Source: an optimization exercise on an open RTL-to-GDS flow (aim: small area, a short achievable clock period and few clock cycles). Production flows keep margins and buffers that such runs may drop. RTL that was checked went through simulation tests only; none was proved equivalent to the original. Power is estimated from default activity; no workload was simulated.

Design ATCONV, start of the top module:
module  ATCONV(
	input		clk,
	input		reset,
	output	reg	busy,
	input		ready,
	output reg	[11:0]	iaddr,
	input signed [12:0]	idata,
	output	reg 	cwr,
	output reg	[11:0]	caddr_wr,
	output reg 	[12:0] 	cdata_wr,
	output	reg 	crd,
	output reg	[11:0] 	caddr_rd,
	input 	[12:0] 	cdata_rd,
	output reg 	csel
	);
export LEC_CHECK = 0
export ABC_CLOCK_PERIOD_IN_PS = 2500
export CAP_MARGIN = 20
export CORE_MARGIN = 2
export CORE_UTILIZATION = 40
export CTS_BUF_LIST = sky130_fd_sc_hd__clkbuf_8
export SETUP_SLACK_MARGIN = 5
export SLEW_MARGIN = 20
export TNS_END_PERCENT = 0
create_clock -name core_clock -period 8.0 [get_ports {clk}]
standard.sh (not shown) runs the stock make flow with config.mk's settings and CLKGATE_MAP_FILE= SYNTH_SCRIPT=/design/flow/synth_recipe.tcl, a recipe that flattens the netlist after the stock synthesis.
==> flow/flow/run.sh <==
#!/bin/bash
set -euo pipefail
export BUFFER_PORTS_ARGS="-buffer_cell sky130_fd_sc_hd__buf_1"
bash standard.sh SETUP_SLACK_MARGIN=5.3 finish > standard.log 2>&1
The baseline completed with no timing, DRC or antenna violations.
Testbench counts at the start, summed over its fixed seeds: cycles 102,972.
Change:
==> flow/flow/run.sh (replaced) <==
#!/bin/bash
# The standard layout, with plain buf_1 cells as the port buffers
# (buffer_ports otherwise picks a delay buffer of twice the area).
set -euo pipefail
export BUFFER_PORTS_ARGS="-buffer_cell sky130_fd_sc_hd__buf_1"
bash standard.sh "$@" > standard.log 2>&1
TNS_END_PERCENT = unset   (was 0)
Effect: First-iteration DRC count is lower by roughly a tenth. Combinational power is lower by a little under a tenth. Sequential cell count is unchanged.

---

Starting RTL as in the previous note.
clock: 8.0 ns
lec_check: 0
abc_clock_period_in_ps: 2500
cap_margin: 20
core_margin: 2
core_utilization: 40
cts_buf_list: sky130_fd_sc_hd__clkbuf_8
setup_slack_margin: 5
slew_margin: 20
==> flow/flow/run.sh <==
#!/bin/bash
set -euo pipefail
export BUFFER_PORTS_ARGS="-buffer_cell sky130_fd_sc_hd__buf_1"
bash standard.sh SETUP_SLACK_MARGIN=5.4 finish > standard.log 2>&1
The baseline completed without violations.
Testbench counts at the start, summed over its fixed seeds: cycles 102,972.
==> next run, changes <==
==> flow/flow/run.sh (replaced) <==
#!/bin/bash
set -euo pipefail
export BUFFER_PORTS_ARGS="-buffer_cell sky130_fd_sc_hd__buf_1"
bash standard.sh SETUP_SLACK_MARGIN=5.3 finish > standard.log 2>&1
Settings changed: TNS_END_PERCENT set to 50.
Final area goes down by 2.7%; routed wire length goes down by 4.5%; clock-buffer cell count is lower by 1; non-clock buffer count is lower by 18; global-route usage is lower by 2.0 points; core utilization drops by 1.3 points.
==> next run, changes <==
Settings changed: CORE_UTILIZATION 40 to 55, TNS_END_PERCENT 50 to 10.
Result:
- via count came out lower by about 0.54%
- register-to-register slack stays flat
- wire length came out lower by 3.4%
- critical path depth stays the same
- final cell count came out lower by 6.9%
- worst setup slack improves by 0.028 ns
- sequential power stays flat
- count of clock-buffer cells in the layout stays the same
- global-route usage came out higher by 7.1 points
- worst hold slack degrades by 0.0041 ns
==> next run, changes <==
==> flow/run.sh (new file) <==
#!/bin/bash
# synth_recipe.tcl (not shown) runs the flow's synth.tcl, then flattens the netlist and writes it again
# the make line also repeats each setting of config.mk as NAME=value (left out here)
make -C /OpenROAD-flow-scripts/flow DESIGN_CONFIG=/design/flow/config.mk WORK_HOME=/design/flow/orfs CLKGATE_MAP_FILE= SYNTH_SCRIPT=/design/flow/synth_recipe.tcl finish
Settings changed: CORE_UTILIZATION 55 to 40, CTS_BUF_LIST sky130_fd_sc_hd__clkbuf_8 to unset, TNS_END_PERCENT 10 to unset.
removed: flow/flow/run.sh
removed: flow/standard.sh
What happened: Worst hold slack barely changes. Clock power climbs by 44%. Critical path depth is unchanged. Wire length is higher by about 2.4%. Register-to-register slack gets worse by 0.19 ns. Count of clock-buffer cells in the layout is unchanged. Final area goes up by about 3.3%. Worst setup slack gets worse by 0.26 ns. Global-route usage shrinks by 6.2 points. Die area increases by 36%. Utilization decreases by 17 points.

---

Another version of the RTL of ATCONV (not shown whole).
For scale: ~82 I/O pins, about 9400 µm² of cells after synthesis.
## ATCONV
module  ATCONV(
	input		clk,
	input		reset,
	output	reg	busy,
	input		ready,
	output reg	[11:0]	iaddr,
	input signed [12:0]	idata,
	output	reg 	cwr,
	output reg	[11:0]	caddr_wr,
	output reg 	[12:0] 	cdata_wr,
	output	reg 	crd,
	output reg	[11:0] 	caddr_rd,
	input 	[12:0] 	cdata_rd,
	output reg 	csel
	);
Settings: LEC_CHECK=0, ABC_CLOCK_PERIOD_IN_PS=2500, CAP_MARGIN=20, CORE_MARGIN=2, CORE_UTILIZATION=40, SETUP_SLACK_MARGIN=5, SLEW_MARGIN=20; clock period 8.0 ns.
run.sh (not shown) runs the stock make flow with config.mk's settings and CLKGATE_MAP_FILE= SYNTH_SCRIPT=/design/flow/synth_recipe.tcl, a recipe that flattens the netlist after the stock synthesis.
Stock flow here: none of the scripts above is used.
Rerun with:
Settings changed: ABC_AREA set to 1, ABC_CLOCK_PERIOD_IN_PS 2500 to unset.
Cell area increases by 2.1%.
Routed wire length increases by 9.8%.
Maximum frequency decreases by 0.67%.
Core utilization increases by 0.55 points.
Final cell count increases by 19%.
No run of this note included a check of the RTL's function; only the layout flow was run.

---

The RTL this note starts from:
==> flow/design.v <==
`timescale 1ns/10ps
module  ATCONV(
	input		clk,
	input		reset,
	output	reg	busy,
	input		ready,
	output reg	[11:0]	iaddr,
	input signed [12:0]	idata,
	output	reg 	cwr,
	output reg	[11:0]	caddr_wr,
	output reg 	[12:0] 	cdata_wr,
	output	reg 	crd,
	output reg	[11:0] 	caddr_rd,
	input 	[12:0] 	cdata_rd,
	output reg 	csel
	);
reg        fin;
reg [3:0]  ph;         
reg [5:0]  B;          
reg        ex;         
reg        dup;        
reg [8:0]  D;          
reg [11:0] Ta, Tb;     
reg [12:0] Va, Vb;     
reg [12:0] Xa, Xb;     
reg        colv;       
reg [10:0] pos;        
reg        ov;         
reg [12:0] RD;         
wire ph0 = ph[0];
wire ph1 = ph[1];
wire ph2 = ph[2];
wire ph3 = ph[3];
wire [5:0] x  = iaddr[5:0];
wire [5:0] n  = {x[0], x[5:1] ^ {5{x[0]}}};
wire       n0 = (x == 6'd0) & ~ex;
wire [5:0] n1 = n + 6'd1;
wire       wrap = (x == 6'd1) & ~dup;
wire [5:0] xn = (ex | wrap) ? 6'd0 : dup ? x : {n1[4:0] ^ {5{n1[5]}}, n1[5]};
wire       dupn = ex | ((x == 6'd62) & ~dup);
wire       cv = !n0 && !((x == 6'd63) && !dup) && !B[5];
wire [5:0] B_n = B + {5'd0, ex};
wire [3:0] q   = B[4:1];
wire       p   = B[0];
wire [3:0] qn  = B_n[4:1];
wire [5:0] rtopn = (qn == 4'd0) ? 6'd0 : {qn - 4'd1, 1'b1, B_n[0]};
wire [5:0] rbot  = (q == 4'd15) ? 6'd63 : {q + 4'd1, 1'b0, p};
wire [4:0]  pq = pos[10:7];
wire        pp = pos[6];
wire [5:0]  o  = pos[5:0];
wire [10:0] pn = pos + 11'd1;
wire [4:0]  co = o[4:0] ^ {5{o[5]}};
wire [4:0]  cn = pn[4:0] ^ {5{pn[5]}};
wire        pool = pp | o[5];
wire [11:0] tw = {3'd0, D};
wire [11:0] t4 = {1'b0, D, 2'b00};
wire [12:0] vw = {3'b111, ~D, 1'b0};
wire [12:0] v8 = {D, 4'b0000};
wire [11:0] Ta_n = (ph1 ? 12'd3 : Ta) + (ph2 ? t4 : tw);
wire [12:0] Va_n = (ph0 ? ~{1'b0, Ta} : Va) + (ph0 ? 13'd0 : ph2 ? v8 : vw);
wire [11:0] Tb_n = (ph2 ? 12'd3 : Tb) + (ph3 ? t4 : tw);
wire [12:0] Vb_n = (ph2 ? ~{1'b0, Tb} : Vb) + (ph3 ? v8 : vw);
wire [12:0] so  = ph0 ? Xa + ~{1'b0, Ta} : Xb + ~{1'b0, Tb};
wire [12:0] l0  = so[12] ? 13'd0 : so;
wire        gt  = RD > cdata_wr;
wire [12:0] mx  = gt ? RD : cdata_wr;
wire [12:0] mr  = (mx[3:0] == 4'd0) ? mx : {mx[12:4] + 9'd1, 4'd0};
wire [12:0] mg  = (pp & o[5]) ? mr : mx;
always @(posedge clk) begin
	D  <= idata[12:4];
	RD <= cdata_rd;
	Ta <= Ta_n;
	Va <= Va_n;
	if (!ph1) begin
		Tb <= Tb_n;
		Vb <= Vb_n;
	end
	if (ph0) Xa <= Va;
	if (ph2) Xb <= Vb;
	cdata_wr <= (ph0 | ph2) ? l0 : mg;
	if (reset) begin
		busy <= 1'b0;
		fin <= 1'b0;
		ph <= 4'b0001;
		B <= 6'd0;
		ex <= 1'b0;
		dup <= 1'b1;
		iaddr <= 12'd0;
		colv <= 1'b0;
		ov <= 1'b0;
		pos <= 11'h7ff;
		cwr <= 1'b0;
		crd <= 1'b0;
	end else begin
		if (ready && !fin) busy <= 1'b1;
		ph <= {ph[2:0], ph[3]};
		case (1'b1)
		ph0: begin
			iaddr[11:6] <= {q, 1'b0, p};
			ov <= colv;
			if (colv) pos <= pn;
			cwr <= colv & ~fin;
			crd <= colv & ~pn[6] & pn[5];
			if (B[5] && n0 && !dup) begin
				busy <= 1'b0;
				fin <= 1'b1;
				cwr <= 1'b0;
				crd <= 1'b0;
			end
		end
		ph1: begin
			iaddr[11:6] <= {q, 1'b1, p};
			cwr <= ov & pool & ~fin;
			crd <= ov & pp;
		end
		ph2: begin
			colv <= cv;
			iaddr[11:6] <= rbot;
			cwr <= ov & ~fin;
			crd <= cv & ~pn[6] & pn[5];
		end
		default: begin
			iaddr <= {rtopn, xn};
			ex <= wrap;
			dup <= dupn;
			B <= B_n;
			cwr <= ov & pool & ~fin;
			crd <= cv & pn[6];
		end
		endcase
	end
end
always @(posedge clk) begin
	case (1'b1)
	ph0: begin
		csel <= 1'b0;
		caddr_wr <= {pn[10:7], 1'b0, pn[6], cn, pn[5]};
		caddr_rd <= {pn[10:7], 1'b1, pn[6], cn, 1'b0};
	end
	ph1: begin
		csel <= 1'b1;
		caddr_wr <= {2'b00, pq, 1'b0, co};
		caddr_rd <= {2'b00, pq, 1'b1, co};
	end
	ph2: begin
		csel <= 1'b0;
		caddr_wr <= {pq, 1'b1, pp, co, o[5]};
		caddr_rd <= {pn[10:7], 1'b0, pn[6], cn, 1'b0};
	end
	default: begin
		csel <= 1'b1;
		caddr_wr <= {2'b00, pq, 1'b1, co};
		caddr_rd <= {2'b00, pn[10:7], 1'b0, cn};
	end
	endcase
end
endmodule
==> flow/config.mk <==
export PLATFORM = sky130hd
export DESIGN_NAME = ATCONV
export DESIGN_NICKNAME = ATCONV
export VERILOG_FILES = /design/flow/design.v
export SDC_FILE = /design/flow/constraint.sdc
export NUM_CORES = 4
export LEC_CHECK = 0
export ABC_CLOCK_PERIOD_IN_PS = 2500
export CAP_MARGIN = 20
export CORE_MARGIN = 2
export CORE_UTILIZATION = 40
export CTS_BUF_LIST = sky130_fd_sc_hd__clkbuf_8 sky130_fd_sc_hd__clkbuf_16
export SETUP_SLACK_MARGIN = 5
export SLEW_MARGIN = 20
==> flow/constraint.sdc <==
create_clock -name core_clock -period 8.0 [get_ports {clk}]
set_input_delay 1.6000 -clock core_clock [delete_from_list [all_inputs] [get_ports {clk}]]
set_output_delay 1.6000 -clock core_clock [all_outputs]
set_load 0.01 [all_outputs]
standard.sh (not shown) runs the stock make flow with config.mk's settings and CLKGATE_MAP_FILE= SYNTH_SCRIPT=/design/flow/synth_recipe.tcl, a recipe that flattens the netlist after the stock synthesis.
==> flow/flow/run.sh <==
#!/bin/bash
set -euo pipefail
export BUFFER_PORTS_ARGS="-buffer_cell sky130_fd_sc_hd__buf_1"
bash standard.sh SETUP_SLACK_MARGIN=5.3 finish > standard.log 2>&1
Testbench counts at the start, summed over its fixed seeds: cycles 102,972.
Then changed:
CAP_MARGIN = 5   (was 20)
CTS_BUF_LIST = sky130_fd_sc_hd__clkbuf_8   (was sky130_fd_sc_hd__clkbuf_8 sky130_fd_sc_hd__clkbuf_16)
SLEW_MARGIN = 5   (was 20)
TNS_END_PERCENT = 10   (was unset)
=> Sequential cell count does not change. Count of clock-buffer cells in the layout came out lower by 3. Via count is lower by a few percent. Non-clock buffer count fell by 34. Total power fell by a little under a tenth.
Then changed:
==> flow/flow/run.sh (replaced) <==
#!/bin/bash
set -euo pipefail
export BUFFER_PORTS_ARGS="-buffer_cell sky130_fd_sc_hd__buf_1"
bash standard.sh SETUP_SLACK_MARGIN=5.35 finish > standard.log 2>&1
CAP_MARGIN = 20   (was 5)
SLEW_MARGIN = 20   (was 5)
TNS_END_PERCENT = unset   (was 10)
=> Combinational power increases by 12%; via count is higher by 4.7%; final area went up by 6.6%; count of clock-buffer cells in the layout is higher by 4; routed wire length increases by 9.7%; sequential power barely changes.
Then changed:
==> flow/flow/run.sh (replaced) <==
#!/bin/bash
set -euo pipefail
export BUFFER_PORTS_ARGS="-buffer_cell sky130_fd_sc_hd__buf_1"
bash standard.sh SETUP_SLACK_MARGIN=5.3 finish > standard.log 2>&1
ABC_CLOCK_PERIOD_IN_PS = 1500   (was 2500)
After rerunning: Cell area falls by 3.3%. Clock power rises by 14%. Register-to-register slack barely changes. Routed wire length falls by 8.0%. Setup slack degrades by 0.018 ns. Core utilization falls by 1.6 points. Sequential power is about the same. Area after synthesis stays the same. Final cell count falls by 2.2%. Power falls by 1.1%.

[what the ideal ports hide]
How much do the figures lean on ideal ports? The routed layouts below were timed once more, with nothing changed but the port constraints.
Step 1: set_driving_cell puts a clkbuf_16 on clk and a buf_2 on each other input, an assumption about the parent block.
Step 2 times the ports against the registers' clock, not the clock port: input delays grow and output delays shrink by t, the midpoint of the rising clock arrivals with the driver on.
a / b / c = ideal / step 1 / step 2; a / b = the first two.
run	shift t [ns]	setup slack, ns	worst register clock-pin slew, ns
the first run of note 1	0.504	5.234 / 5.234 / 5.234	0.11 / 0.11
the second run of note 1	0.506	5.107 / 5.107 / 5.107	0.12 / 0.12
the first run of note 2	0.502	5.290 / 5.290 / 5.290	0.10 / 0.10
the second run of note 2	0.512	5.260 / 5.221 / 5.316	0.11 / 0.11
the third run of note 2	0.511	5.288 / 5.249 / 5.306	0.10 / 0.10
the fourth run of note 2	0.484	5.025 / 4.981 / 5.075	0.08 / 0.08
the first run of note 3	0.468	5.044 / 4.998 / 4.861	0.07 / 0.07
the second run of note 3	0.471	5.025 / 4.978 / 4.627	0.07 / 0.07
the first run of note 4	0.475	5.316 / 5.307 / 5.316	0.08 / 0.08
the second run of note 4	0.506	5.290 / 5.246 / 5.293	0.12 / 0.12
the third run of note 4	0.510	5.330 / 5.302 / 5.330	0.11 / 0.11
the fourth run of note 4	0.503	5.312 / 5.272 / 5.341	0.11 / 0.11
After both steps every run listed still meets setup and hold. For the second run of note 3, which loses most, drivers alone change the setup slack by -0.047 ns; drivers and shift together by -0.398 ns.
